This design comes from an exercise in tuning for small area and a short achievable clock period on the open sky130 flow, not from production work.
No functional check of the RTL was part of any run shown here.
Power is estimated from default activity; no workload was simulated.

## flow/design.v (module list and top-level ports; edited modules follow where they fit)
// module movavg: 1721 lines
module movavg(
    input logic clk,
    input logic reset,
    input logic [63:0] din,
    output logic [63:0] dout
);
  // ...
==> flow/flow/run.sh <==
#!/bin/bash
set -euo pipefail
export BUFFER_PORTS_ARGS="-buffer_cell sky130_fd_sc_hd__buf_2"
python3 flow/mknet.py hk8 > netlist.v 2> mknet.log
bash standard.sh VERILOG_FILES="$PWD/netlist.v" ADDER_MAP_FILE= finish > standard_make.log 2>&1
==> flow/standard.sh <==
#!/bin/bash
# synth_recipe.tcl (not shown) runs the flow's synth.tcl, then flattens the netlist and writes it again
# the make line also repeats each setting of config.mk as NAME=value (left out here)
make -C /OpenROAD-flow-scripts/flow DESIGN_CONFIG=/design/flow/config.mk WORK_HOME=/design/flow/orfs CLKGATE_MAP_FILE= SYNTH_SCRIPT=/design/flow/synth_recipe.tcl "${@:-finish}"
==> flow/config.mk <==
export PLATFORM = sky130hd
export DESIGN_NAME = movavg
export DESIGN_NICKNAME = movavg
export VERILOG_FILES = /design/flow/design.v
export SDC_FILE = /design/flow/constraint.sdc
export NUM_CORES = 4
export LEC_CHECK = 0
export CAP_MARGIN = 20
export CORE_MARGIN = 2
export CORE_UTILIZATION = 60
export CTS_BUF_LIST = sky130_fd_sc_hd__clkbuf_4 sky130_fd_sc_hd__clkbuf_8
export PLACE_DENSITY = 0.72
export SETUP_SLACK_MARGIN = 2.0
export SLEW_MARGIN = 20
==> flow/constraint.sdc <==
create_clock -name core_clock -period 7.5 [get_ports {clk}]
set_input_delay 1.5000 -clock core_clock [delete_from_list [all_inputs] [get_ports {clk}]]
set_output_delay 1.5000 -clock core_clock [all_outputs]
set_load 0.01 [all_outputs]
Not shown: flow/flow/mknet.py
==> impl_metrics.env, run 1 <==
export IMPL_outcome="complete, no violations"
export IMPL_crit_cells=12
export IMPL_wl_met1_mm=9.25
export IMPL_yosysSeqAreaShare_pct=35.7
export IMPL_post_dp_cell_area_mm2=0.0117
export IMPL_clkLatencyLatePin_ns=0.46
export IMPL_largestRegisters="t1 x64, t2 x64, t3 x64"
export IMPL_tns_ns=0
export IMPL_crit_slowest_cell="xnor2_1"
export IMPL_fin_crit_sh_pct=70.9
export IMPL_layout_min_cycle_time_ns=5.31
export IMPL_ys_ff_latch=192
export IMPL_first_global_vias=7198
export IMPL_fmax_mhz=188
export IMPL_nets=1491
export IMPL_pg_comb_w=0.00124
export IMPL_hpwl_mm=14.4
export IMPL_synth_adder_area_share_pct=19.2
export IMPL_yosysTopAreaCell="dfxtp_1"
export IMPL_synth_top_area_share_pct=35.7
export IMPL_grt_max_degree=130
export IMPL_crit_path_max_fanout=8
export IMPL_gp_congestion=0.813
export IMPL_fillers=1445
export IMPL_p_leak_nw=5.66
export IMPL_synth_compound_area_share_pct=11.2
export IMPL_dp_cells=1488
export IMPL_die_area_mm2=0.0190
export IMPL_postSynth_asyncResetShare_pct=0
export IMPL_rsz0062_at_grt="true"
export IMPL_hold_class="reg2reg"
==> run 2: changes to the inputs <==
--- a/flow/design.v
+++ b/flow/design.v
@@ -570,264 +570,209 @@
    logic Gl1_57;
    logic Pl1_57;
    logic Gl1_59;
    logic Pl1_59;
    logic Gl1_61;
    logic Pl1_61;
    logic Gl1_63;
    logic Pl1_63;
-   logic Gl2_2;
    logic iv_0;
-   logic Gl2_3;
+   logic Gg1_1;
+   logic Gg1_3;
+   logic Pg1_3;
+   logic Gg1_5;
+   logic Pg1_5;
+   logic Gg1_7;
+   logic Pg1_7;
+   logic Gg1_9;
+   logic Pg1_9;
+   logic Gg1_11;
+   logic Pg1_11;
+   logic Gg1_13;
+   logic Pg1_13;
+   logic Gg1_15;
+   logic Pg1_15;
+   logic Gg1_17;
+   logic Pg1_17;
+   logic Gg1_19;
+   logic Pg1_19;
+   logic Gg1_21;
+   logic Pg1_21;
+   logic Gg1_23;
+   logic Pg1_23;
+   logic Gg1_25;
+   logic Pg1_25;
+   logic Gg1_27;
+   logic Pg1_27;
+   logic Gg1_29;
+   logic Pg1_29;
+   logic Gg1_31;
+   logic Pg1_31;
    logic iv_1;
-   logic Gl2_6;
-   logic Pl2_6;
-   logic Gl2_7;
-   logic Pl2_7;
+   logic Gg2_2;
+   logic Gg2_3;
    logic iv_2;
-   logic Gl2_10;
-   logic Pl2_10;
-   logic Gl2_11;
-   logic Pl2_11;
+   logic Gg2_6;
+   logic Pg2_6;
+   logic Gg2_7;
+   logic Pg2_7;
    logic iv_3;
-   logic Gl2_14;
-   logic Pl2_14;
-   logic Gl2_15;
-   logic Pl2_15;
+   logic Gg2_10;
+   logic Pg2_10;
+   logic Gg2_11;
+   logic Pg2_11;
    logic iv_4;
-   logic Gl2_18;
-   logic Pl2_18;
-   logic Gl2_19;
-   logic Pl2_19;
+   logic Gg2_14;
+   logic Pg2_14;
+   logic Gg2_15;
+   logic Pg2_15;
    logic iv_5;
-   logic Gl2_22;
-   logic Pl2_22;
-   logic Gl2_23;
-   logic Pl2_23;
+   logic Gg2_18;
+   logic Pg2_18;
+   logic Gg2_19;
+   logic Pg2_19;
    logic iv_6;
-   logic Gl2_26;
-   logic Pl2_26;
-   logic Gl2_27;
-   logic Pl2_27;
+   logic Gg2_22;
+   logic Pg2_22;
+   logic Gg2_23;
+   logic Pg2_23;
    logic iv_7;
-   logic Gl2_30;
-   logic Pl2_30;
-   logic Gl2_31;
-   logic Pl2_31;
+   logic Gg2_26;
+   logic Pg2_26;
+   logic Gg2_27;
+   logic Pg2_27;
    logic iv_8;
-   logic Gl2_34;
-   logic Pl2_34;
-   logic Gl2_35;
-   logic Pl2_35;
+   logic Gg2_30;
+   logic Pg2_30;
+   logic Gg2_31;
+   logic Pg2_31;
+   logic Gg4_4;
    logic iv_9;
-   logic Gl2_38;
-   logic Pl2_38;
-   logic Gl2_39;
-   logic Pl2_39;
+   logic Gg4_5;
+   logic Gg4_6;
+   logic Gg4_7;
+   logic Gg4_12;
+   logic Pg4_12;
    logic iv_10;
-   logic Gl2_42;
-   logic Pl2_42;
-   logic Gl2_43;
-   logic Pl2_43;
+   logic Gg4_13;
+   logic Pg4_13;
+   logic Gg4_14;
+   logic Pg4_14;
+   logic Gg4_15;
+   logic Pg4_15;
+   logic Gg4_20;
+   logic Pg4_20;
    logic iv_11;
-   logic Gl2_46;
-   logic Pl2_46;
-   logic Gl2_47;
-   logic Pl2_47;
+   logic Gg4_21;
+   logic Pg4_21;
+   logic Gg4_22;
+   logic Pg4_22;
+   logic Gg4_23;
+   logic Pg4_23;
+   logic Gg4_28;
+   logic Pg4_28;
    logic iv_12;
-   logic Gl2_50;
-   logic Pl2_50;
-   logic Gl2_51;
-   logic Pl2_51;
+   logic Gg4_29;
+   logic Pg4_29;
+   logic Gg4_30;
+   logic Pg4_30;
+   logic Gg4_31;
+   logic Pg4_31;
    logic iv_13;
-   logic Gl2_54;
-   logic Pl2_54;
-   logic Gl2_55;
-   logic Pl2_55;
+   logic Gg8_8;
+   logic Gg8_9;
    logic iv_14;
-   logic Gl2_58;
-   logic Pl2_58;
-   logic Gl2_59;
-   logic Pl2_59;
+   logic Gg8_10;
    logic iv_15;
-   logic Gl2_62;
-   logic Pl2_62;
-   logic Gl2_63;
-   logic Pl2_63;
-   logic Gl4_4;
+   logic Gg8_11;
+   logic Gg8_12;
+   logic Gg8_13;
+   logic Gg8_14;
+   logic Gg8_15;
    logic iv_16;
-   logic Gl4_5;
-   logic Gl4_6;
-   logic Gl4_7;
-   logic Gl4_12;
-   logic Pl4_12;
+   logic Gg8_24;
+   logic Pg8_24;
+   logic Gg8_25;
+   logic Pg8_25;
    logic iv_17;
-   logic Gl4_13;
-   logic Pl4_13;
-   logic Gl4_14;
-   logic Pl4_14;
-   logic Gl4_15;
-   logic Pl4_15;
-   logic Gl4_20;
-   logic Pl4_20;
+   logic Gg8_26;
+   logic Pg8_26;
    logic iv_18;
-   logic Gl4_21;
-   logic Pl4_21;
-   logic Gl4_22;
-   logic Pl4_22;
-   logic Gl4_23;
-   logic Pl4_23;
-   logic Gl4_28;
-   logic Pl4_28;
+   logic Gg8_27;
+   logic Pg8_27;
+   logic Gg8_28;
+   logic Pg8_28;
+   logic Gg8_29;
+   logic Pg8_29;
+   logic Gg8_30;
+   logic Pg8_30;
+   logic Gg8_31;
+   logic Pg8_31;
+   logic Gg16_16;
    logic iv_19;
-   logic Gl4_29;
-   logic Pl4_29;
-   logic Gl4_30;
-   logic Pl4_30;
-   logic Gl4_31;
-   logic Pl4_31;
-   logic Gl4_36;
-   logic Pl4_36;
+   logic Gg16_17;
+   logic Gg16_18;
+   logic Gg16_19;
    logic iv_20;
-   logic Gl4_37;
-   logic Pl4_37;
-   logic Gl4_38;
-   logic Pl4_38;
-   logic Gl4_39;
-   logic Pl4_39;
-   logic Gl4_44;
-   logic Pl4_44;
+   logic Gg16_20;
    logic iv_21;
-   logic Gl4_45;
-   logic Pl4_45;
-   logic Gl4_46;
-   logic Pl4_46;
-   logic Gl4_47;
-   logic Pl4_47;
-   logic Gl4_52;
-   logic Pl4_52;
+   logic Gg16_21;
    logic iv_22;
-   logic Gl4_53;
-   logic Pl4_53;
-   logic Gl4_54;
-   logic Pl4_54;
-   logic Gl4_55;
-   logic Pl4_55;
-   logic Gl4_60;
-   logic Pl4_60;
+   logic Gg16_22;
    logic iv_23;
-   logic Gl4_61;
-   logic Pl4_61;
-   logic Gl4_62;
-   logic Pl4_62;
-   logic Gl4_63;
-   logic Pl4_63;
-   logic Gg1_1;
-   logic Gg1_2;
-   logic Pg1_2;
-   logic Gg1_3;
-   logic Pg1_3;
-   logic Gg1_4;
-   logic Pg1_4;
-   logic Gg1_5;
-   logic Pg1_5;
-   logic Gg1_6;
-   logic Pg1_6;
-   logic Gg1_7;
-   logic Pg1_7;
+   logic Gg16_23;
+   logic Gg16_24;
+   logic Gg16_25;
+   logic Gg16_26;
+   logic Gg16_27;
+   logic Gg16_28;
+   logic Gg16_29;
+   logic Gg16_30;
+   logic Gg16_31;
+   logic Gf_2;
+   logic Gf_4;
    logic iv_24;
-   logic Gg2_2;
-   logic Gg2_3;
-   logic Gg2_4;
-   logic Pg2_4;
-   logic Gg2_5;
-   logic Pg2_5;
-   logic Gg2_6;
-   logic Pg2_6;
-   logic Gg2_7;
-   logic Pg2_7;
-   logic Gg4_4;
+   logic Gf_6;
    logic iv_25;
-   logic Gg4_5;
-   logic Gg4_6;
-   logic Gg4_7;
-   logic iv_26;
    logic Gf_8;
-   logic Gf_9;
-   logic iv_27;
    logic Gf_10;
-   logic iv_28;
-   logic Gf_11;
    logic Gf_12;
-   logic Gf_13;
    logic Gf_14;
    logic Gf_16;
-   logic iv_29;
-   logic Gf_17;
+   logic iv_26;
    logic Gf_18;
-   logic Gf_19;
-   logic iv_30;
+   logic iv_27;
    logic Gf_20;
-   logic iv_31;
-   logic Gf_21;
-   logic iv_32;
+   logic iv_28;
    logic Gf_22;
-   logic iv_33;
+   logic iv_29;
    logic Gf_24;
-   logic Gf_25;
-   logic iv_34;
+   logic iv_30;
    logic Gf_26;
-   logic iv_35;
-   logic Gf_27;
+   logic iv_31;
    logic Gf_28;
-   logic Gf_29;
+   logic iv_32;
    logic Gf_30;
-   logic iv_36;
+   logic iv_33;
    logic Gf_32;
-   logic Gf_33;
-   logic iv_37;
    logic Gf_34;
-   logic iv_38;
-   logic Gf_35;
    logic Gf_36;
-   logic Gf_37;
    logic Gf_38;
    logic Gf_40;
-   logic iv_39;
-   logic Gf_41;
    logic Gf_42;
-   logic Gf_43;
-   logic iv_40;
    logic Gf_44;
-   logic iv_41;
-   logic Gf_45;
-   logic iv_42;
    logic Gf_46;
    logic Gf_48;
-   logic iv_43;
-   logic Gf_49;
    logic Gf_50;
-   logic Gf_51;
-   logic iv_44;
    logic Gf_52;
-   logic iv_45;
-   logic Gf_53;
-   logic iv_46;
    logic Gf_54;
    logic Gf_56;
-   logic iv_47;
-   logic Gf_57;
    logic Gf_58;
-   logic Gf_59;
-   logic iv_48;
    logic Gf_60;
-   logic iv_49;
-   logic Gf_61;
-   logic iv_50;
    logic Gf_62;
    assign s1_0 = t1[0] ^ t2[0] ^ t3[0];
    assign k1_0 = (t1[0] & t2[0]) | (t1[0] & t3[0]) | (t2[0] & t3[0]);
    assign s2n_0 = ~(din[0] ^ s1_0);
    assign c2n_1 = ~(din[0] & s1_0);
    assign p_0 = ~s2n_0;
    assign s1_1 = t1[1] ^ t2[1] ^ t3[1];
    assign k1_1 = (t1[1] & t2[1]) | (t1[1] & t3[1]) | (t2[1] & t3[1]);
@@ -1389,326 +1334,271 @@
    assign Gl1_57 = ~((p_57 & g_56) | g_57);
    assign Pl1_57 = ~(p_57 & p_56);
    assign Gl1_59 = ~((p_59 & g_58) | g_59);
    assign Pl1_59 = ~(p_59 & p_58);
    assign Gl1_61 = ~((p_61 & g_60) | g_61);
    assign Pl1_61 = ~(p_61 & p_60);
    assign Gl1_63 = ~((p_63 & g_62) | g_63);
    assign Pl1_63 = ~(p_63 & p_62);
-   assign Gl2_2 = ~((p_2 & g_1) | g_2);
    assign iv_0 = ~g_1;
-   assign Gl2_3 = ~((Pl1_3 | iv_0) & Gl1_3);
-   assign iv_1 = ~p_6;
-   assign Gl2_6 = ~((iv_1 | Gl1_5) & ~g_6);
-   assign Pl2_6 = ~(iv_1 | Pl1_5);
-   assign Gl2_7 = ~((Pl1_7 | Gl1_5) & Gl1_7);
-   assign Pl2_7 = ~(Pl1_7 | Pl1_5);
-   assign iv_2 = ~p_10;
-   assign Gl2_10 = ~((iv_2 | Gl1_9) & ~g_10);
-   assign Pl2_10 = ~(iv_2 | Pl1_9);
-   assign Gl2_11 = ~((Pl1_11 | Gl1_9) & Gl1_11);
-   assign Pl2_11 = ~(Pl1_11 | Pl1_9);
-   assign iv_3 = ~p_14;
-   assign Gl2_14 = ~((iv_3 | Gl1_13) & ~g_14);
-   assign Pl2_14 = ~(iv_3 | Pl1_13);
-   assign Gl2_15 = ~((Pl1_15 | Gl1_13) & Gl1_15);
-   assign Pl2_15 = ~(Pl1_15 | Pl1_13);
-   assign iv_4 = ~p_18;
-   assign Gl2_18 = ~((iv_4 | Gl1_17) & ~g_18);
-   assign Pl2_18 = ~(iv_4 | Pl1_17);
-   assign Gl2_19 = ~((Pl1_19 | Gl1_17) & Gl1_19);
-   assign Pl2_19 = ~(Pl1_19 | Pl1_17);
-   assign iv_5 = ~p_22;
-   assign Gl2_22 = ~((iv_5 | Gl1_21) & ~g_22);
-   assign Pl2_22 = ~(iv_5 | Pl1_21);
-   assign Gl2_23 = ~((Pl1_23 | Gl1_21) & Gl1_23);
-   assign Pl2_23 = ~(Pl1_23 | Pl1_21);
-   assign iv_6 = ~p_26;
-   assign Gl2_26 = ~((iv_6 | Gl1_25) & ~g_26);
-   assign Pl2_26 = ~(iv_6 | Pl1_25);
-   assign Gl2_27 = ~((Pl1_27 | Gl1_25) & Gl1_27);
-   assign Pl2_27 = ~(Pl1_27 | Pl1_25);
-   assign iv_7 = ~p_30;
-   assign Gl2_30 = ~((iv_7 | Gl1_29) & ~g_30);
-   assign Pl2_30 = ~(iv_7 | Pl1_29);
-   assign Gl2_31 = ~((Pl1_31 | Gl1_29) & Gl1_31);
-   assign Pl2_31 = ~(Pl1_31 | Pl1_29);
-   assign iv_8 = ~p_34;
-   assign Gl2_34 = ~((iv_8 | Gl1_33) & ~g_34);
-   assign Pl2_34 = ~(iv_8 | Pl1_33);
-   assign Gl2_35 = ~((Pl1_35 | Gl1_33) & Gl1_35);
-   assign Pl2_35 = ~(Pl1_35 | Pl1_33);
-   assign iv_9 = ~p_38;
-   assign Gl2_38 = ~((iv_9 | Gl1_37) & ~g_38);
-   assign Pl2_38 = ~(iv_9 | Pl1_37);
-   assign Gl2_39 = ~((Pl1_39 | Gl1_37) & Gl1_39);
-   assign Pl2_39 = ~(Pl1_39 | Pl1_37);
-   assign iv_10 = ~p_42;
-   assign Gl2_42 = ~((iv_10 | Gl1_41) & ~g_42);
-   assign Pl2_42 = ~(iv_10 | Pl1_41);
-   assign Gl2_43 = ~((Pl1_43 | Gl1_41) & Gl1_43);
-   assign Pl2_43 = ~(Pl1_43 | Pl1_41);
-   assign iv_11 = ~p_46;
-   assign Gl2_46 = ~((iv_11 | Gl1_45) & ~g_46);
-   assign Pl2_46 = ~(iv_11 | Pl1_45);
-   assign Gl2_47 = ~((Pl1_47 | Gl1_45) & Gl1_47);
-   assign Pl2_47 = ~(Pl1_47 | Pl1_45);
-   assign iv_12 = ~p_50;
-   assign Gl2_50 = ~((iv_12 | Gl1_49) & ~g_50);
-   assign Pl2_50 = ~(iv_12 | Pl1_49);
-   assign Gl2_51 = ~((Pl1_51 | Gl1_49) & Gl1_51);
-   assign Pl2_51 = ~(Pl1_51 | Pl1_49);
-   assign iv_13 = ~p_54;
-   assign Gl2_54 = ~((iv_13 | Gl1_53) & ~g_54);
-   assign Pl2_54 = ~(iv_13 | Pl1_53);
-   assign Gl2_55 = ~((Pl1_55 | Gl1_53) & Gl1_55);
-   assign Pl2_55 = ~(Pl1_55 | Pl1_53);
-   assign iv_14 = ~p_58;
-   assign Gl2_58 = ~((iv_14 | Gl1_57) & ~g_58);
-   assign Pl2_58 = ~(iv_14 | Pl1_57);
-   assign Gl2_59 = ~((Pl1_59 | Gl1_57) & Gl1_59);
-   assign Pl2_59 = ~(Pl1_59 | Pl1_57);
-   assign iv_15 = ~p_62;
-   assign Gl2_62 = ~((iv_15 | Gl1_61) & ~g_62);
-   assign Pl2_62 = ~(iv_15 | Pl1_61);
-   assign Gl2_63 = ~((Pl1_63 | Gl1_61) & Gl1_63);
-   assign Pl2_63 = ~(Pl1_63 | Pl1_61);
-   assign Gl4_4 = ~((p_4 & Gl2_3) | g_4);
-   assign iv_16 = ~Pl1_5;
-   assign Gl4_5 = ~((iv_16 & Gl2_3) | ~Gl1_5);
-   assign Gl4_6 = ~((Pl2_6 & Gl2_3) | Gl2_6);
-   assign Gl4_7 = ~((Pl2_7 & Gl2_3) | Gl2_7);
-   assign Gl4_12 = ~((p_12 & Gl2_11) | g_12);
-   assign Pl4_12 = ~(p_12 & Pl2_11);
-   assign iv_17 = ~Pl1_13;
-   assign Gl4_13 = ~((iv_17 & Gl2_11) | ~Gl1_13);
-   assign Pl4_13 = ~(iv_17 & Pl2_11);
-   assign Gl4_14 = ~((Pl2_14 & Gl2_11) | Gl2_14);
-   assign Pl4_14 = ~(Pl2_14 & Pl2_11);
-   assign Gl4_15 = ~((Pl2_15 & Gl2_11) | Gl2_15);
-   assign Pl4_15 = ~(Pl2_15 & Pl2_11);
-   assign Gl4_20 = ~((p_20 & Gl2_19) | g_20);
-   assign Pl4_20 = ~(p_20 & Pl2_19);
-   assign iv_18 = ~Pl1_21;
-   assign Gl4_21 = ~((iv_18 & Gl2_19) | ~Gl1_21);
-   assign Pl4_21 = ~(iv_18 & Pl2_19);
-   assign Gl4_22 = ~((Pl2_22 & Gl2_19) | Gl2_22);
-   assign Pl4_22 = ~(Pl2_22 & Pl2_19);
-   assign Gl4_23 = ~((Pl2_23 & Gl2_19) | Gl2_23);
-   assign Pl4_23 = ~(Pl2_23 & Pl2_19);
-   assign Gl4_28 = ~((p_28 & Gl2_27) | g_28);
-   assign Pl4_28 = ~(p_28 & Pl2_27);
-   assign iv_19 = ~Pl1_29;
-   assign Gl4_29 = ~((iv_19 & Gl2_27) | ~Gl1_29);
-   assign Pl4_29 = ~(iv_19 & Pl2_27);
-   assign Gl4_30 = ~((Pl2_30 & Gl2_27) | Gl2_30);
-   assign Pl4_30 = ~(Pl2_30 & Pl2_27);
-   assign Gl4_31 = ~((Pl2_31 & Gl2_27) | Gl2_31);
-   assign Pl4_31 = ~(Pl2_31 & Pl2_27);
-   assign Gl4_36 = ~((p_36 & Gl2_35) | g_36);
-   assign Pl4_36 = ~(p_36 & Pl2_35);
-   assign iv_20 = ~Pl1_37;
-   assign Gl4_37 = ~((iv_20 & Gl2_35) | ~Gl1_37);
-   assign Pl4_37 = ~(iv_20 & Pl2_35);
-   assign Gl4_38 = ~((Pl2_38 & Gl2_35) | Gl2_38);
-   assign Pl4_38 = ~(Pl2_38 & Pl2_35);
-   assign Gl4_39 = ~((Pl2_39 & Gl2_35) | Gl2_39);
-   assign Pl4_39 = ~(Pl2_39 & Pl2_35);
-   assign Gl4_44 = ~((p_44 & Gl2_43) | g_44);
-   assign Pl4_44 = ~(p_44 & Pl2_43);
-   assign iv_21 = ~Pl1_45;
-   assign Gl4_45 = ~((iv_21 & Gl2_43) | ~Gl1_45);
-   assign Pl4_45 = ~(iv_21 & Pl2_43);
-   assign Gl4_46 = ~((Pl2_46 & Gl2_43) | Gl2_46);
-   assign Pl4_46 = ~(Pl2_46 & Pl2_43);
-   assign Gl4_47 = ~((Pl2_47 & Gl2_43) | Gl2_47);
-   assign Pl4_47 = ~(Pl2_47 & Pl2_43);
-   assign Gl4_52 = ~((p_52 & Gl2_51) | g_52);
-   assign Pl4_52 = ~(p_52 & Pl2_51);
-   assign iv_22 = ~Pl1_53;
-   assign Gl4_53 = ~((iv_22 & Gl2_51) | ~Gl1_53);
-   assign Pl4_53 = ~(iv_22 & Pl2_51);
-   assign Gl4_54 = ~((Pl2_54 & Gl2_51) | Gl2_54);
-   assign Pl4_54 = ~(Pl2_54 & Pl2_51);
-   assign Gl4_55 = ~((Pl2_55 & Gl2_51) | Gl2_55);
-   assign Pl4_55 = ~(Pl2_55 & Pl2_51);
-   assign Gl4_60 = ~((p_60 & Gl2_59) | g_60);
-   assign Pl4_60 = ~(p_60 & Pl2_59);
-   assign iv_23 = ~Pl1_61;
-   assign Gl4_61 = ~((iv_23 & Gl2_59) | ~Gl1_61);
-   assign Pl4_61 = ~(iv_23 & Pl2_59);
-   assign Gl4_62 = ~((Pl2_62 & Gl2_59) | Gl2_62);
-   assign Pl4_62 = ~(Pl2_62 & Pl2_59);
-   assign Gl4_63 = ~((Pl2_63 & Gl2_59) | Gl2_63);
-   assign Pl4_63 = ~(Pl2_63 & Pl2_59);
-   assign Gg1_1 = ~((Pl4_15 | Gl4_7) & Gl4_15);
-   assign Gg1_2 = ~((Pl4_23 | Gl4_15) & Gl4_23);
-   assign Pg1_2 = ~(Pl4_23 | Pl4_15);
-   assign Gg1_3 = ~((Pl4_31 | Gl4_23) & Gl4_31);
-   assign Pg1_3 = ~(Pl4_31 | Pl4_23);
-   assign Gg1_4 = ~((Pl4_39 | Gl4_31) & Gl4_39);
-   assign Pg1_4 = ~(Pl4_39 | Pl4_31);
-   assign Gg1_5 = ~((Pl4_47 | Gl4_39) & Gl4_47);
-   assign Pg1_5 = ~(Pl4_47 | Pl4_39);
-   assign Gg1_6 = ~((Pl4_55 | Gl4_47) & Gl4_55);
-   assign Pg1_6 = ~(Pl4_55 | Pl4_47);
-   assign Gg1_7 = ~((Pl4_63 | Gl4_55) & Gl4_63);
-   assign Pg1_7 = ~(Pl4_63 | Pl4_55);
-   assign iv_24 = ~Gl4_7;
-   assign Gg2_2 = ~((Pg1_2 & iv_24) | Gg1_2);
+   assign Gg1_1 = ~((Pl1_3 | iv_0) & Gl1_3);
+   assign Gg1_3 = ~((Pl1_7 | Gl1_5) & Gl1_7);
+   assign Pg1_3 = ~(Pl1_7 | Pl1_5);
+   assign Gg1_5 = ~((Pl1_11 | Gl1_9) & Gl1_11);
+   assign Pg1_5 = ~(Pl1_11 | Pl1_9);
+   assign Gg1_7 = ~((Pl1_15 | Gl1_13) & Gl1_15);
+   assign Pg1_7 = ~(Pl1_15 | Pl1_13);
+   assign Gg1_9 = ~((Pl1_19 | Gl1_17) & Gl1_19);
+   assign Pg1_9 = ~(Pl1_19 | Pl1_17);
+   assign Gg1_11 = ~((Pl1_23 | Gl1_21) & Gl1_23);
+   assign Pg1_11 = ~(Pl1_23 | Pl1_21);
+   assign Gg1_13 = ~((Pl1_27 | Gl1_25) & Gl1_27);
+   assign Pg1_13 = ~(Pl1_27 | Pl1_25);
+   assign Gg1_15 = ~((Pl1_31 | Gl1_29) & Gl1_31);
+   assign Pg1_15 = ~(Pl1_31 | Pl1_29);
+   assign Gg1_17 = ~((Pl1_35 | Gl1_33) & Gl1_35);
+   assign Pg1_17 = ~(Pl1_35 | Pl1_33);
+   assign Gg1_19 = ~((Pl1_39 | Gl1_37) & Gl1_39);
+   assign Pg1_19 = ~(Pl1_39 | Pl1_37);
+   assign Gg1_21 = ~((Pl1_43 | Gl1_41) & Gl1_43);
+   assign Pg1_21 = ~(Pl1_43 | Pl1_41);
+   assign Gg1_23 = ~((Pl1_47 | Gl1_45) & Gl1_47);
+   assign Pg1_23 = ~(Pl1_47 | Pl1_45);
+   assign Gg1_25 = ~((Pl1_51 | Gl1_49) & Gl1_51);
+   assign Pg1_25 = ~(Pl1_51 | Pl1_49);
+   assign Gg1_27 = ~((Pl1_55 | Gl1_53) & Gl1_55);
+   assign Pg1_27 = ~(Pl1_55 | Pl1_53);
+   assign Gg1_29 = ~((Pl1_59 | Gl1_57) & Gl1_59);
+   assign Pg1_29 = ~(Pl1_59 | Pl1_57);
+   assign Gg1_31 = ~((Pl1_63 | Gl1_61) & Gl1_63);
+   assign Pg1_31 = ~(Pl1_63 | Pl1_61);
+   assign iv_1 = ~Pl1_5;
+   assign Gg2_2 = ~((iv_1 & Gg1_1) | ~Gl1_5);
    assign Gg2_3 = ~((Pg1_3 & Gg1_1) | Gg1_3);
-   assign Gg2_4 = ~((Pg1_4 & Gg1_2) | Gg1_4);
-   assign Pg2_4 = ~(Pg1_4 & Pg1_2);
-   assign Gg2_5 = ~((Pg1_5 & Gg1_3) | Gg1_5);
-   assign Pg2_5 = ~(Pg1_5 & Pg1_3);
-   assign Gg2_6 = ~((Pg1_6 & Gg1_4) | Gg1_6);
-   assign Pg2_6 = ~(Pg1_6 & Pg1_4);
+   assign iv_2 = ~Pl1_13;
+   assign Gg2_6 = ~((iv_2 & Gg1_5) | ~Gl1_13);
+   assign Pg2_6 = ~(iv_2 & Pg1_5);
    assign Gg2_7 = ~((Pg1_7 & Gg1_5) | Gg1_7);
    assign Pg2_7 = ~(Pg1_7 & Pg1_5);
-   assign Gg4_4 = ~((Pg2_4 | Gl4_7) & Gg2_4);
-   assign iv_25 = ~Gg1_1;
-   assign Gg4_5 = ~((Pg2_5 | iv_25) & Gg2_5);
-   assign Gg4_6 = ~((Pg2_6 | Gg2_2) & Gg2_6);
+   assign iv_3 = ~Pl1_21;
+   assign Gg2_10 = ~((iv_3 & Gg1_9) | ~Gl1_21);
+   assign Pg2_10 = ~(iv_3 & Pg1_9);
+   assign Gg2_11 = ~((Pg1_11 & Gg1_9) | Gg1_11);
+   assign Pg2_11 = ~(Pg1_11 & Pg1_9);
+   assign iv_4 = ~Pl1_29;
+   assign Gg2_14 = ~((iv_4 & Gg1_13) | ~Gl1_29);
+   assign Pg2_14 = ~(iv_4 & Pg1_13);
+   assign Gg2_15 = ~((Pg1_15 & Gg1_13) | Gg1_15);
+   assign Pg2_15 = ~(Pg1_15 & Pg1_13);
+   assign iv_5 = ~Pl1_37;
+   assign Gg2_18 = ~((iv_5 & Gg1_17) | ~Gl1_37);
+   assign Pg2_18 = ~(iv_5 & Pg1_17);
+   assign Gg2_19 = ~((Pg1_19 & Gg1_17) | Gg1_19);
+   assign Pg2_19 = ~(Pg1_19 & Pg1_17);
+   assign iv_6 = ~Pl1_45;
+   assign Gg2_22 = ~((iv_6 & Gg1_21) | ~Gl1_45);
+   assign Pg2_22 = ~(iv_6 & Pg1_21);
+   assign Gg2_23 = ~((Pg1_23 & Gg1_21) | Gg1_23);
+   assign Pg2_23 = ~(Pg1_23 & Pg1_21);
+   assign iv_7 = ~Pl1_53;
+   assign Gg2_26 = ~((iv_7 & Gg1_25) | ~Gl1_53);
+   assign Pg2_26 = ~(iv_7 & Pg1_25);
+   assign Gg2_27 = ~((Pg1_27 & Gg1_25) | Gg1_27);
+   assign Pg2_27 = ~(Pg1_27 & Pg1_25);
+   assign iv_8 = ~Pl1_61;
+   assign Gg2_30 = ~((iv_8 & Gg1_29) | ~Gl1_61);
+   assign Pg2_30 = ~(iv_8 & Pg1_29);
+   assign Gg2_31 = ~((Pg1_31 & Gg1_29) | Gg1_31);
+   assign Pg2_31 = ~(Pg1_31 & Pg1_29);
+   assign Gg4_4 = ~((Pl1_9 | Gg2_3) & Gl1_9);
+   assign iv_9 = ~Pg1_5;
+   assign Gg4_5 = ~((iv_9 | Gg2_3) & ~Gg1_5);
+   assign Gg4_6 = ~((Pg2_6 | Gg2_3) & Gg2_6);
    assign Gg4_7 = ~((Pg2_7 | Gg2_3) & Gg2_7);
-   assign iv_26 = ~p_8;
-   assign Gf_8 = ~((iv_26 | Gl4_7) & ~g_8);
-   assign Gf_9 = ~((Pl1_9 | Gl4_7) & Gl1_9);
-   assign iv_27 = ~Pl2_10;
-   assign Gf_10 = ~((iv_27 | Gl4_7) & ~Gl2_10);
-   assign iv_28 = ~Pl2_11;
-   assign Gf_11 = ~((iv_28 | Gl4_7) & ~Gl2_11);
-   assign Gf_12 = ~((Pl4_12 | Gl4_7) & Gl4_12);
-   assign Gf_13 = ~((Pl4_13 | Gl4_7) & Gl4_13);
-   assign Gf_14 = ~((Pl4_14 | Gl4_7) & Gl4_14);
-   assign Gf_16 = ~((p_16 & Gg1_1) | g_16);
-   assign iv_29 = ~Pl1_17;
-   assign Gf_17 = ~((iv_29 & Gg1_1) | ~Gl1_17);
-   assign Gf_18 = ~((Pl2_18 & Gg1_1) | Gl2_18);
-   assign Gf_19 = ~((Pl2_19 & Gg1_1) | Gl2_19);
-   assign iv_30 = ~Pl4_20;
-   assign Gf_20 = ~((iv_30 & Gg1_1) | ~Gl4_20);
-   assign iv_31 = ~Pl4_21;
-   assign Gf_21 = ~((iv_31 & Gg1_1) | ~Gl4_21);
-   assign iv_32 = ~Pl4_22;
-   assign Gf_22 = ~((iv_32 & Gg1_1) | ~Gl4_22);
-   assign iv_33 = ~p_24;
-   assign Gf_24 = ~((iv_33 | Gg2_2) & ~g_24);
-   assign Gf_25 = ~((Pl1_25 | Gg2_2) & Gl1_25);
-   assign iv_34 = ~Pl2_26;
-   assign Gf_26 = ~((iv_34 | Gg2_2) & ~Gl2_26);
-   assign iv_35 = ~Pl2_27;
-   assign Gf_27 = ~((iv_35 | Gg2_2) & ~Gl2_27);
-   assign Gf_28 = ~((Pl4_28 | Gg2_2) & Gl4_28);
-   assign Gf_29 = ~((Pl4_29 | Gg2_2) & Gl4_29);
-   assign Gf_30 = ~((Pl4_30 | Gg2_2) & Gl4_30);
-   assign iv_36 = ~p_32;
-   assign Gf_32 = ~((iv_36 | Gg2_3) & ~g_32);
-   assign Gf_33 = ~((Pl1_33 | Gg2_3) & Gl1_33);
-   assign iv_37 = ~Pl2_34;
-   assign Gf_34 = ~((iv_37 | Gg2_3) & ~Gl2_34);
-   assign iv_38 = ~Pl2_35;
-   assign Gf_35 = ~((iv_38 | Gg2_3) & ~Gl2_35);
-   assign Gf_36 = ~((Pl4_36 | Gg2_3) & Gl4_36);
-   assign Gf_37 = ~((Pl4_37 | Gg2_3) & Gl4_37);
-   assign Gf_38 = ~((Pl4_38 | Gg2_3) & Gl4_38);
-   assign Gf_40 = ~((p_40 & Gg4_4) | g_40);
-   assign iv_39 = ~Pl1_41;
-   assign Gf_41 = ~((iv_39 & Gg4_4) | ~Gl1_41);
-   assign Gf_42 = ~((Pl2_42 & Gg4_4) | Gl2_42);
-   assign Gf_43 = ~((Pl2_43 & Gg4_4) | Gl2_43);
-   assign iv_40 = ~Pl4_44;
-   assign Gf_44 = ~((iv_40 & Gg4_4) | ~Gl4_44);
-   assign iv_41 = ~Pl4_45;
-   assign Gf_45 = ~((iv_41 & Gg4_4) | ~Gl4_45);
-   assign iv_42 = ~Pl4_46;
-   assign Gf_46 = ~((iv_42 & Gg4_4) | ~Gl4_46);
-   assign Gf_48 = ~((p_48 & Gg4_5) | g_48);
-   assign iv_43 = ~Pl1_49;
-   assign Gf_49 = ~((iv_43 & Gg4_5) | ~Gl1_49);
-   assign Gf_50 = ~((Pl2_50 & Gg4_5) | Gl2_50);
-   assign Gf_51 = ~((Pl2_51 & Gg4_5) | Gl2_51);
-   assign iv_44 = ~Pl4_52;
-   assign Gf_52 = ~((iv_44 & Gg4_5) | ~Gl4_52);
-   assign iv_45 = ~Pl4_53;
-   assign Gf_53 = ~((iv_45 & Gg4_5) | ~Gl4_53);
-   assign iv_46 = ~Pl4_54;
-   assign Gf_54 = ~((iv_46 & Gg4_5) | ~Gl4_54);
-   assign Gf_56 = ~((p_56 & Gg4_6) | g_56);
-   assign iv_47 = ~Pl1_57;
-   assign Gf_57 = ~((iv_47 & Gg4_6) | ~Gl1_57);
-   assign Gf_58 = ~((Pl2_58 & Gg4_6) | Gl2_58);
-   assign Gf_59 = ~((Pl2_59 & Gg4_6) | Gl2_59);
-   assign iv_48 = ~Pl4_60;
-   assign Gf_60 = ~((iv_48 & Gg4_6) | ~Gl4_60);
-   assign iv_49 = ~Pl4_61;
-   assign Gf_61 = ~((iv_49 & Gg4_6) | ~Gl4_61);
-   assign iv_50 = ~Pl4_62;
-   assign Gf_62 = ~((iv_50 & Gg4_6) | ~Gl4_62);
+   assign Gg4_12 = ~((Pl1_25 | Gg2_11) & Gl1_25);
+   assign Pg4_12 = ~(Pl1_25 | Pg2_11);
+   assign iv_10 = ~Pg1_13;
+   assign Gg4_13 = ~((iv_10 | Gg2_11) & ~Gg1_13);
+   assign Pg4_13 = ~(iv_10 | Pg2_11);
+   assign Gg4_14 = ~((Pg2_14 | Gg2_11) & Gg2_14);
+   assign Pg4_14 = ~(Pg2_14 | Pg2_11);
+   assign Gg4_15 = ~((Pg2_15 | Gg2_11) & Gg2_15);
+   assign Pg4_15 = ~(Pg2_15 | Pg2_11);
+   assign Gg4_20 = ~((Pl1_41 | Gg2_19) & Gl1_41);
+   assign Pg4_20 = ~(Pl1_41 | Pg2_19);
+   assign iv_11 = ~Pg1_21;
+   assign Gg4_21 = ~((iv_11 | Gg2_19) & ~Gg1_21);
+   assign Pg4_21 = ~(iv_11 | Pg2_19);
+   assign Gg4_22 = ~((Pg2_22 | Gg2_19) & Gg2_22);
+   assign Pg4_22 = ~(Pg2_22 | Pg2_19);
+   assign Gg4_23 = ~((Pg2_23 | Gg2_19) & Gg2_23);
+   assign Pg4_23 = ~(Pg2_23 | Pg2_19);
+   assign Gg4_28 = ~((Pl1_57 | Gg2_27) & Gl1_57);
+   assign Pg4_28 = ~(Pl1_57 | Pg2_27);
+   assign iv_12 = ~Pg1_29;
+   assign Gg4_29 = ~((iv_12 | Gg2_27) & ~Gg1_29);
+   assign Pg4_29 = ~(iv_12 | Pg2_27);
+   assign Gg4_30 = ~((Pg2_30 | Gg2_27) & Gg2_30);
+   assign Pg4_30 = ~(Pg2_30 | Pg2_27);
+   assign Gg4_31 = ~((Pg2_31 | Gg2_27) & Gg2_31);
+   assign Pg4_31 = ~(Pg2_31 | Pg2_27);
+   assign iv_13 = ~Pl1_17;
+   assign Gg8_8 = ~((iv_13 & Gg4_7) | ~Gl1_17);
+   assign Gg8_9 = ~((Pg1_9 & Gg4_7) | Gg1_9);
+   assign iv_14 = ~Pg2_10;
+   assign Gg8_10 = ~((iv_14 & Gg4_7) | ~Gg2_10);
+   assign iv_15 = ~Pg2_11;
+   assign Gg8_11 = ~((iv_15 & Gg4_7) | ~Gg2_11);
+   assign Gg8_12 = ~((Pg4_12 & Gg4_7) | Gg4_12);
+   assign Gg8_13 = ~((Pg4_13 & Gg4_7) | Gg4_13);
+   assign Gg8_14 = ~((Pg4_14 & Gg4_7) | Gg4_14);
+   assign Gg8_15 = ~((Pg4_15 & Gg4_7) | Gg4_15);
+   assign iv_16 = ~Pl1_49;
+   assign Gg8_24 = ~((iv_16 & Gg4_23) | ~Gl1_49);
+   assign Pg8_24 = ~(iv_16 & Pg4_23);
+   assign Gg8_25 = ~((Pg1_25 & Gg4_23) | Gg1_25);
+   assign Pg8_25 = ~(Pg1_25 & Pg4_23);
+   assign iv_17 = ~Pg2_26;
+   assign Gg8_26 = ~((iv_17 & Gg4_23) | ~Gg2_26);
+   assign Pg8_26 = ~(iv_17 & Pg4_23);
+   assign iv_18 = ~Pg2_27;
+   assign Gg8_27 = ~((iv_18 & Gg4_23) | ~Gg2_27);
+   assign Pg8_27 = ~(iv_18 & Pg4_23);
+   assign Gg8_28 = ~((Pg4_28 & Gg4_23) | Gg4_28);
+   assign Pg8_28 = ~(Pg4_28 & Pg4_23);
+   assign Gg8_29 = ~((Pg4_29 & Gg4_23) | Gg4_29);
+   assign Pg8_29 = ~(Pg4_29 & Pg4_23);
+   assign Gg8_30 = ~((Pg4_30 & Gg4_23) | Gg4_30);
+   assign Pg8_30 = ~(Pg4_30 & Pg4_23);
+   assign Gg8_31 = ~((Pg4_31 & Gg4_23) | Gg4_31);
+   assign Pg8_31 = ~(Pg4_31 & Pg4_23);
+   assign Gg16_16 = ~((Pl1_33 | Gg8_15) & Gl1_33);
+   assign iv_19 = ~Pg1_17;
+   assign Gg16_17 = ~((iv_19 | Gg8_15) & ~Gg1_17);
+   assign Gg16_18 = ~((Pg2_18 | Gg8_15) & Gg2_18);
+   assign Gg16_19 = ~((Pg2_19 | Gg8_15) & Gg2_19);
+   assign iv_20 = ~Pg4_20;
+   assign Gg16_20 = ~((iv_20 | Gg8_15) & ~Gg4_20);
+   assign iv_21 = ~Pg4_21;
+   assign Gg16_21 = ~((iv_21 | Gg8_15) & ~Gg4_21);
+   assign iv_22 = ~Pg4_22;
+   assign Gg16_22 = ~((iv_22 | Gg8_15) & ~Gg4_22);
+   assign iv_23 = ~Pg4_23;
+   assign Gg16_23 = ~((iv_23 | Gg8_15) & ~Gg4_23);
+   assign Gg16_24 = ~((Pg8_24 | Gg8_15) & Gg8_24);
+   assign Gg16_25 = ~((Pg8_25 | Gg8_15) & Gg8_25);
+   assign Gg16_26 = ~((Pg8_26 | Gg8_15) & Gg8_26);
+   assign Gg16_27 = ~((Pg8_27 | Gg8_15) & Gg8_27);
+   assign Gg16_28 = ~((Pg8_28 | Gg8_15) & Gg8_28);
+   assign Gg16_29 = ~((Pg8_29 | Gg8_15) & Gg8_29);
+   assign Gg16_30 = ~((Pg8_30 | Gg8_15) & Gg8_30);
+   assign Gg16_31 = ~((Pg8_31 | Gg8_15) & Gg8_31);
+   assign Gf_2 = ~((p_2 & g_1) | g_2);
+   assign Gf_4 = ~((p_4 & Gg1_1) | g_4);
+   assign iv_24 = ~p_6;
+   assign Gf_6 = ~((iv_24 | Gg2_2) & ~g_6);
+   assign iv_25 = ~p_8;
+   assign Gf_8 = ~((iv_25 | Gg2_3) & ~g_8);
+   assign Gf_10 = ~((p_10 & Gg4_4) | g_10);
+   assign Gf_12 = ~((p_12 & Gg4_5) | g_12);
+   assign Gf_14 = ~((p_14 & Gg4_6) | g_14);
+   assign Gf_16 = ~((p_16 & Gg4_7) | g_16);
+   assign iv_26 = ~p_18;
+   assign Gf_18 = ~((iv_26 | Gg8_8) & ~g_18);
+   assign iv_27 = ~p_20;
+   assign Gf_20 = ~((iv_27 | Gg8_9) & ~g_20);
+   assign iv_28 = ~p_22;
+   assign Gf_22 = ~((iv_28 | Gg8_10) & ~g_22);
+   assign iv_29 = ~p_24;
+   assign Gf_24 = ~((iv_29 | Gg8_11) & ~g_24);
+   assign iv_30 = ~p_26;
+   assign Gf_26 = ~((iv_30 | Gg8_12) & ~g_26);
+   assign iv_31 = ~p_28;
+   assign Gf_28 = ~((iv_31 | Gg8_13) & ~g_28);
+   assign iv_32 = ~p_30;
+   assign Gf_30 = ~((iv_32 | Gg8_14) & ~g_30);
+   assign iv_33 = ~p_32;
+   assign Gf_32 = ~((iv_33 | Gg8_15) & ~g_32);
+   assign Gf_34 = ~((p_34 & Gg16_16) | g_34);
+   assign Gf_36 = ~((p_36 & Gg16_17) | g_36);
+   assign Gf_38 = ~((p_38 & Gg16_18) | g_38);
+   assign Gf_40 = ~((p_40 & Gg16_19) | g_40);
+   assign Gf_42 = ~((p_42 & Gg16_20) | g_42);
+   assign Gf_44 = ~((p_44 & Gg16_21) | g_44);
+   assign Gf_46 = ~((p_46 & Gg16_22) | g_46);
+   assign Gf_48 = ~((p_48 & Gg16_23) | g_48);
+   assign Gf_50 = ~((p_50 & Gg16_24) | g_50);
+   assign Gf_52 = ~((p_52 & Gg16_25) | g_52);
+   assign Gf_54 = ~((p_54 & Gg16_26) | g_54);
+   assign Gf_56 = ~((p_56 & Gg16_27) | g_56);
+   assign Gf_58 = ~((p_58 & Gg16_28) | g_58);
+   assign Gf_60 = ~((p_60 & Gg16_29) | g_60);
+   assign Gf_62 = ~((p_62 & Gg16_30) | g_62);
    assign dout[2] = p_2 ^ g_1;
-   assign dout[3] = ~(p_3 ^ Gl2_2);
-   assign dout[4] = p_4 ^ Gl2_3;
-   assign dout[5] = ~(p_5 ^ Gl4_4);
-   assign dout[6] = ~(p_6 ^ Gl4_5);
-   assign dout[7] = ~(p_7 ^ Gl4_6);
-   assign dout[8] = ~(p_8 ^ Gl4_7);
+   assign dout[3] = ~(p_3 ^ Gf_2);
+   assign dout[4] = p_4 ^ Gg1_1;
+   assign dout[5] = ~(p_5 ^ Gf_4);
+   assign dout[6] = ~(p_6 ^ Gg2_2);
+   assign dout[7] = p_7 ^ Gf_6;
+   assign dout[8] = ~(p_8 ^ Gg2_3);
    assign dout[9] = p_9 ^ Gf_8;
-   assign dout[10] = p_10 ^ Gf_9;
-   assign dout[11] = p_11 ^ Gf_10;
-   assign dout[12] = p_12 ^ Gf_11;
-   assign dout[13] = p_13 ^ Gf_12;
-   assign dout[14] = p_14 ^ Gf_13;
-   assign dout[15] = p_15 ^ Gf_14;
-   assign dout[16] = p_16 ^ Gg1_1;
+   assign dout[10] = p_10 ^ Gg4_4;
+   assign dout[11] = ~(p_11 ^ Gf_10);
+   assign dout[12] = p_12 ^ Gg4_5;
+   assign dout[13] = ~(p_13 ^ Gf_12);
+   assign dout[14] = p_14 ^ Gg4_6;
+   assign dout[15] = ~(p_15 ^ Gf_14);
+   assign dout[16] = p_16 ^ Gg4_7;
    assign dout[17] = ~(p_17 ^ Gf_16);
-   assign dout[18] = ~(p_18 ^ Gf_17);
-   assign dout[19] = ~(p_19 ^ Gf_18);
-   assign dout[20] = ~(p_20 ^ Gf_19);
-   assign dout[21] = ~(p_21 ^ Gf_20);
-   assign dout[22] = ~(p_22 ^ Gf_21);
-   assign dout[23] = ~(p_23 ^ Gf_22);
-   assign dout[24] = ~(p_24 ^ Gg2_2);
+   assign dout[18] = ~(p_18 ^ Gg8_8);
+   assign dout[19] = p_19 ^ Gf_18;
+   assign dout[20] = ~(p_20 ^ Gg8_9);
+   assign dout[21] = p_21 ^ Gf_20;
+   assign dout[22] = ~(p_22 ^ Gg8_10);
+   assign dout[23] = p_23 ^ Gf_22;
+   assign dout[24] = ~(p_24 ^ Gg8_11);
    assign dout[25] = p_25 ^ Gf_24;
-   assign dout[26] = p_26 ^ Gf_25;
+   assign dout[26] = ~(p_26 ^ Gg8_12);
    assign dout[27] = p_27 ^ Gf_26;
-   assign dout[28] = p_28 ^ Gf_27;
+   assign dout[28] = ~(p_28 ^ Gg8_13);
    assign dout[29] = p_29 ^ Gf_28;
-   assign dout[30] = p_30 ^ Gf_29;
+   assign dout[30] = ~(p_30 ^ Gg8_14);
    assign dout[31] = p_31 ^ Gf_30;
-   assign dout[32] = ~(p_32 ^ Gg2_3);
+   assign dout[32] = ~(p_32 ^ Gg8_15);
    assign dout[33] = p_33 ^ Gf_32;
-   assign dout[34] = p_34 ^ Gf_33;
-   assign dout[35] = p_35 ^ Gf_34;
-   assign dout[36] = p_36 ^ Gf_35;
-   assign dout[37] = p_37 ^ Gf_36;
-   assign dout[38] = p_38 ^ Gf_37;
-   assign dout[39] = p_39 ^ Gf_38;
-   assign dout[40] = p_40 ^ Gg4_4;
+   assign dout[34] = p_34 ^ Gg16_16;
+   assign dout[35] = ~(p_35 ^ Gf_34);
+   assign dout[36] = p_36 ^ Gg16_17;
+   assign dout[37] = ~(p_37 ^ Gf_36);
+   assign dout[38] = p_38 ^ Gg16_18;
+   assign dout[39] = ~(p_39 ^ Gf_38);
+   assign dout[40] = p_40 ^ Gg16_19;
    assign dout[41] = ~(p_41 ^ Gf_40);
-   assign dout[42] = ~(p_42 ^ Gf_41);
+   assign dout[42] = p_42 ^ Gg16_20;
    assign dout[43] = ~(p_43 ^ Gf_42);
-   assign dout[44] = ~(p_44 ^ Gf_43);
+   assign dout[44] = p_44 ^ Gg16_21;
    assign dout[45] = ~(p_45 ^ Gf_44);
-   assign dout[46] = ~(p_46 ^ Gf_45);
+   assign dout[46] = p_46 ^ Gg16_22;
    assign dout[47] = ~(p_47 ^ Gf_46);
-   assign dout[48] = p_48 ^ Gg4_5;
+   assign dout[48] = p_48 ^ Gg16_23;
    assign dout[49] = ~(p_49 ^ Gf_48);
-   assign dout[50] = ~(p_50 ^ Gf_49);
+   assign dout[50] = p_50 ^ Gg16_24;
    assign dout[51] = ~(p_51 ^ Gf_50);
-   assign dout[52] = ~(p_52 ^ Gf_51);
+   assign dout[52] = p_52 ^ Gg16_25;
    assign dout[53] = ~(p_53 ^ Gf_52);
-   assign dout[54] = ~(p_54 ^ Gf_53);
+   assign dout[54] = p_54 ^ Gg16_26;
    assign dout[55] = ~(p_55 ^ Gf_54);
-   assign dout[56] = p_56 ^ Gg4_6;
+   assign dout[56] = p_56 ^ Gg16_27;
    assign dout[57] = ~(p_57 ^ Gf_56);
-   assign dout[58] = ~(p_58 ^ Gf_57);
+   assign dout[58] = p_58 ^ Gg16_28;
    assign dout[59] = ~(p_59 ^ Gf_58);
-   assign dout[60] = ~(p_60 ^ Gf_59);
+   assign dout[60] = p_60 ^ Gg16_29;
    assign dout[61] = ~(p_61 ^ Gf_60);
-   assign dout[62] = ~(p_62 ^ Gf_61);
+   assign dout[62] = p_62 ^ Gg16_30;
    assign dout[63] = ~(p_63 ^ Gf_62);
     assign dout[0] = p_0;
     assign dout[1] = p_1;
    always_ff @(posedge clk) begin
       if (reset) begin
          t1 <= 64'h0;
          t2 <= 64'h0;
          t3 <= 64'h0;
==> flow/flow/run.sh (replaced) <==
#!/bin/bash
set -euo pipefail
export BUFFER_PORTS_ARGS="-buffer_cell sky130_fd_sc_hd__buf_2"
python3 flow/mknet.py hs2 > netlist.v 2> mknet.log
bash standard.sh VERILOG_FILES="$PWD/netlist.v" ADDER_MAP_FILE= finish > standard_make.log 2>&1
==> run 2 against run 1 <==
Clock power rose by 8.5%. Register-to-register slack barely moved. First-iteration DRC count fell by 7.5%. Via count fell by 5.2%. Highest routed layer is now met5.
==> impl_metrics.env, run 2 <==
export IMPL_syn_area_mm2=0.0105
export IMPL_crit_path_end="dout[63]"
export IMPL_p_leak_nw=5.39
export IMPL_largestRegisters="t1 x64, t2 x64, t3 x64"
export IMPL_critPathLaunch="din[3]"
export IMPL_grt_overflow=0
export IMPL_clock_skew_ns=0.0109
export IMPL_seqCellArea_mm2=0.00384
export IMPL_dp_cells=1427
export IMPL_track_usage_pct=20.9
export IMPL_drv_slew=0
export IMPL_cts_root_buf="clkbuf_8"
export IMPL_synth_nets=1266
export IMPL_crit_path_max_fanout=17
export IMPL_max_cap_violations=0
export IMPL_drive_above_1_share_pct=16.3
export IMPL_layout_min_cycle_time_ns=5.32
export IMPL_core_rowCount=48
export IMPL_relSlewSlack_pct=44.0
export IMPL_synth_area_top_cells="dfxtp_1 37%, fa_1 12%, nor2b_1 11%, xnor2_1 7.9%, xor2_1 7.8%"
export IMPL_drtIter0Drc=247
export IMPL_die_y_um=136
export IMPL_synth_edf_count=0
export IMPL_grt_pass1_wl_mm=31.5
export IMPL_die_area_mm2=0.0186
export IMPL_finalHoldViolCount=0
export IMPL_layout_setup_ws_ns=2.18
export IMPL_multi_input_area_mm2=0.00667
export IMPL_first_pass_iters=4
export IMPL_drc=0
export IMPL_ys_ff_latch=192
export IMPL_num_vias=7284
export IMPL_synth_common_cells="192 x dfxtp_1, 192 x nor2b_1, 129 x a21oi_1"
export IMPL_antenna_found_initial=2
export IMPL_power_switching_w=0.00102
export IMPL_yosysUniqueCellTypes=14
export IMPL_htree_levels=4
export IMPL_fillers=1311
export IMPL_syn_inst=1073
export IMPL_swShare_pct=34.7
export IMPL_coreArea_mm2=0.0172
export IMPL_ys_warn_count=0
export IMPL_cp_arrival_ns=3.82
export IMPL_syn_avg_cell_area_um2=9.79
export IMPL_nets=1430
export IMPL_cts_tree="built"
export IMPL_portBuffers=129
export IMPL_tns_ns=0
export IMPL_crit_type="in2out"
export IMPL_rsz0062_at_grt="false"
export IMPL_first_global_vias=7096
export IMPL_pre_cts_ws_ns=1.37
export IMPL_finalSetupViolations=0
export IMPL_cts_sinks=192
export IMPL_fin_area_mm2=0.0122
export IMPL_final_cell_mix="192 x nor2b_1, 192 x dfxtp_1, 128 x buf_2"
export IMPL_power_share_clock_pct=24.7
export IMPL_wirelength_mm=18.9
export IMPL_start_util_pct=61.0
export IMPL_synth_top_area_share_pct=36.6
export IMPL_setup_worst_path_start_class="input port"
export IMPL_yosysSeqAreaShare_pct=36.6
export IMPL_final_cells=1475
export IMPL_fin_crit_sh_pct=70.9
export IMPL_grt_max_degree=112
export IMPL_ff2ff_path_depth=1
export IMPL_outcome="complete, no violations"
export IMPL_die_w_um=136
export IMPL_combPwrFrac_pct=38.4
export IMPL_hold_class="reg2reg"
export IMPL_ys_flop_type="dfxtp_1"
export IMPL_fmax_mhz=188
export IMPL_clock_path_buffers=2
export IMPL_r2r_end="t2[26]$_SDFF_PP0_"
export IMPL_r2r_slack_ns=6.88
export IMPL_power_density_mw_per_mm2=242
export IMPL_p_int_w=0.00192
export IMPL_post_dp_cell_area_mm2=0.0114
export IMPL_hpwl_mm=14.0
export IMPL_syn2layout_area_growth_pct=15.7
export IMPL_hold_ws_ns=0.482
export IMPL_wl_per_cell_um=12.8
export IMPL_postSynth_asyncResetShare_pct=0
export IMPL_vdd_drop_max_uv=190
export IMPL_ant_nets=0
export IMPL_tightest_slew_ns=0.839
export IMPL_numCtsBuffers=17
export IMPL_gp_congestion=0.815
export IMPL_crit_required_ns=6.00
export IMPL_clkLatencyLatePin_ns=0.45
export IMPL_routed_via_density=4.94
export IMPL_seq_power_share_pct=37.0
export IMPL_cts_clk_slew_worst_paths_ns=0.10
export IMPL_worstSetupEndpointType="output pin"
export IMPL_yosysTopAreaCell="dfxtp_1"
export IMPL_timing_rr_start="t1[26]$_SDFF_PP0_"
export IMPL_ioPinCount=130
export IMPL_min_from="t1[36]$_SDFF_PP0_"
-- run 2: changes by cell type after synthesis, sizes merged --
| cell | change |
|---|---|
| inv | -17 |
| a21boi | -10 |
| nand2 | -10 |
| nor2 | -9 |
| o21bai | -5 |
| a21oi | -4 |
| xnor2 | -4 |
| xor2 | +4 |
-- run 2: timing repair --
item	CTS	global route
pin swaps	2	14
gates resized for setup	5	25
hold endpoints to repair	0	0
gates cloned	0	0
setup buffers	2	14
hold buffers	0	0
endpoints found under the setup margin	32	37
-- run 2: metrics by stage --
stage                     total power, W  util (%)
final                            0.00294      70.5
after global routing             0.00314      70.5
after CTS                        0.00292      69.2
after detailed placement         0.00217      66.4
after global placement           0.00215      66.4
after floorplan                  0.00184         -
-- run 2: routing by layer --
metal  wire length, um  GRT usage (%)  share of wire [%]
met2              8820           34.3                 47
met5                13              0              0.069
met4                99           4.28               0.52
met3               766           5.03                4.0
met1              9230           28.4                 49
-- run 2: kinds of logic after synthesis --
logic type | Yosys count | synth area share [%]
and+or+nand+nor | 330 | 16.4
buffers and inverters | 37 | 1.39
xor gates and xnor gates | 189 | 15.8
adders and majority gates | 127 | 19.7
AOI/OAI and AO/OA | 198 | 10.2
DFF | 192 | 36.6
-- run 2: layout make-up --
type | count | area share (%)
multi-input cells | 844 | 54.9
flip-flops and latches | 192 | 31.6
repair buffers | 147 | 6.58
well taps | 225 | 2.32
clock buffers | 18 | 1.99
clock inverters | 13 | 1.54
inverters | 35 | 1.08
diodes | 1 | 0.0206
-- run 2: power by group through the flow --
stage	Clock [W]	Combinational, W	Sequential [W]
2_1_floorplan	0	0.000732	0.00111
3_3_place_gp	0	0.00104	0.00111
3_5_place_dp	0	0.00105	0.00111
4_1_cts	0.000750	0.00108	0.00109
5_1_grt	0.000786	0.00125	0.00110
6_report	0.000725	0.00113	0.00109
-- run 2: how the worst min path moves through the flow --
stage / end / slack [ns] / depth (start not counted)
floorplan: t3[0]$_SDFF_PP0_ / 0.47 / 1
global placement: t3[56]$_SDFF_PP0_ / 0.47 / 1
detailed placement: t3[38]$_SDFF_PP0_ / 0.48 / 1
CTS: t2[36]$_SDFF_PP0_ / 0.49 / 1
global route: t2[36]$_SDFF_PP0_ / 0.50 / 1
finish: t2[36]$_SDFF_PP0_ / 0.48 / 1
-- run 2: critical path, cell delays in order --
cell and delay, ns:
buf_2 0.13, xnor2_2 0.23, xor2_2 0.25, nand2_1 0.14, o21ai_4 0.24, a21oi_4 0.11
o21ai_1 0.13, buf_4 0.20, a21oi_4 0.07, buf_12 0.16, o21ai_1 0.21, a21oi_1 0.11
xnor2_1 0.16, buf_2 0.15

[what the ideal ports hide]
The results above use ideal ports. As a check the final layouts listed here were re-extracted and re-timed, cells and wires unchanged.
Step 1 (the two cells are an assumption about what drives the block):
set clk [get_ports {clk}]
set_driving_cell -lib_cell sky130_fd_sc_hd__clkbuf_16 $clk
set_driving_cell -lib_cell sky130_fd_sc_hd__buf_2 [delete_from_list [all_inputs] $clk]
Step 2 moves the port delays by t, midway between the first and last clock arrival at a register: inputs arrive t later, outputs are due t later. That takes back most of the time a late clock gives input paths.
a / b / c = ideal ports / drivers / drivers and shift; a / b = the first two.
| run | t (ns) | slack for setup (ns) | clock arrival spread, ns |
|---|---|---|---|
| run 1 | 0.497 | 2.185 / 2.131 / 2.131 | 0.018 / 0.018 |
| run 2 | 0.485 | 2.180 / 2.154 / 2.159 | 0.015 / 0.015 |
After both steps setup and hold are still met in every run listed. For run 1, which loses most, drivers alone change the setup slack by -0.054 ns; drivers and shift together by -0.054 ns.
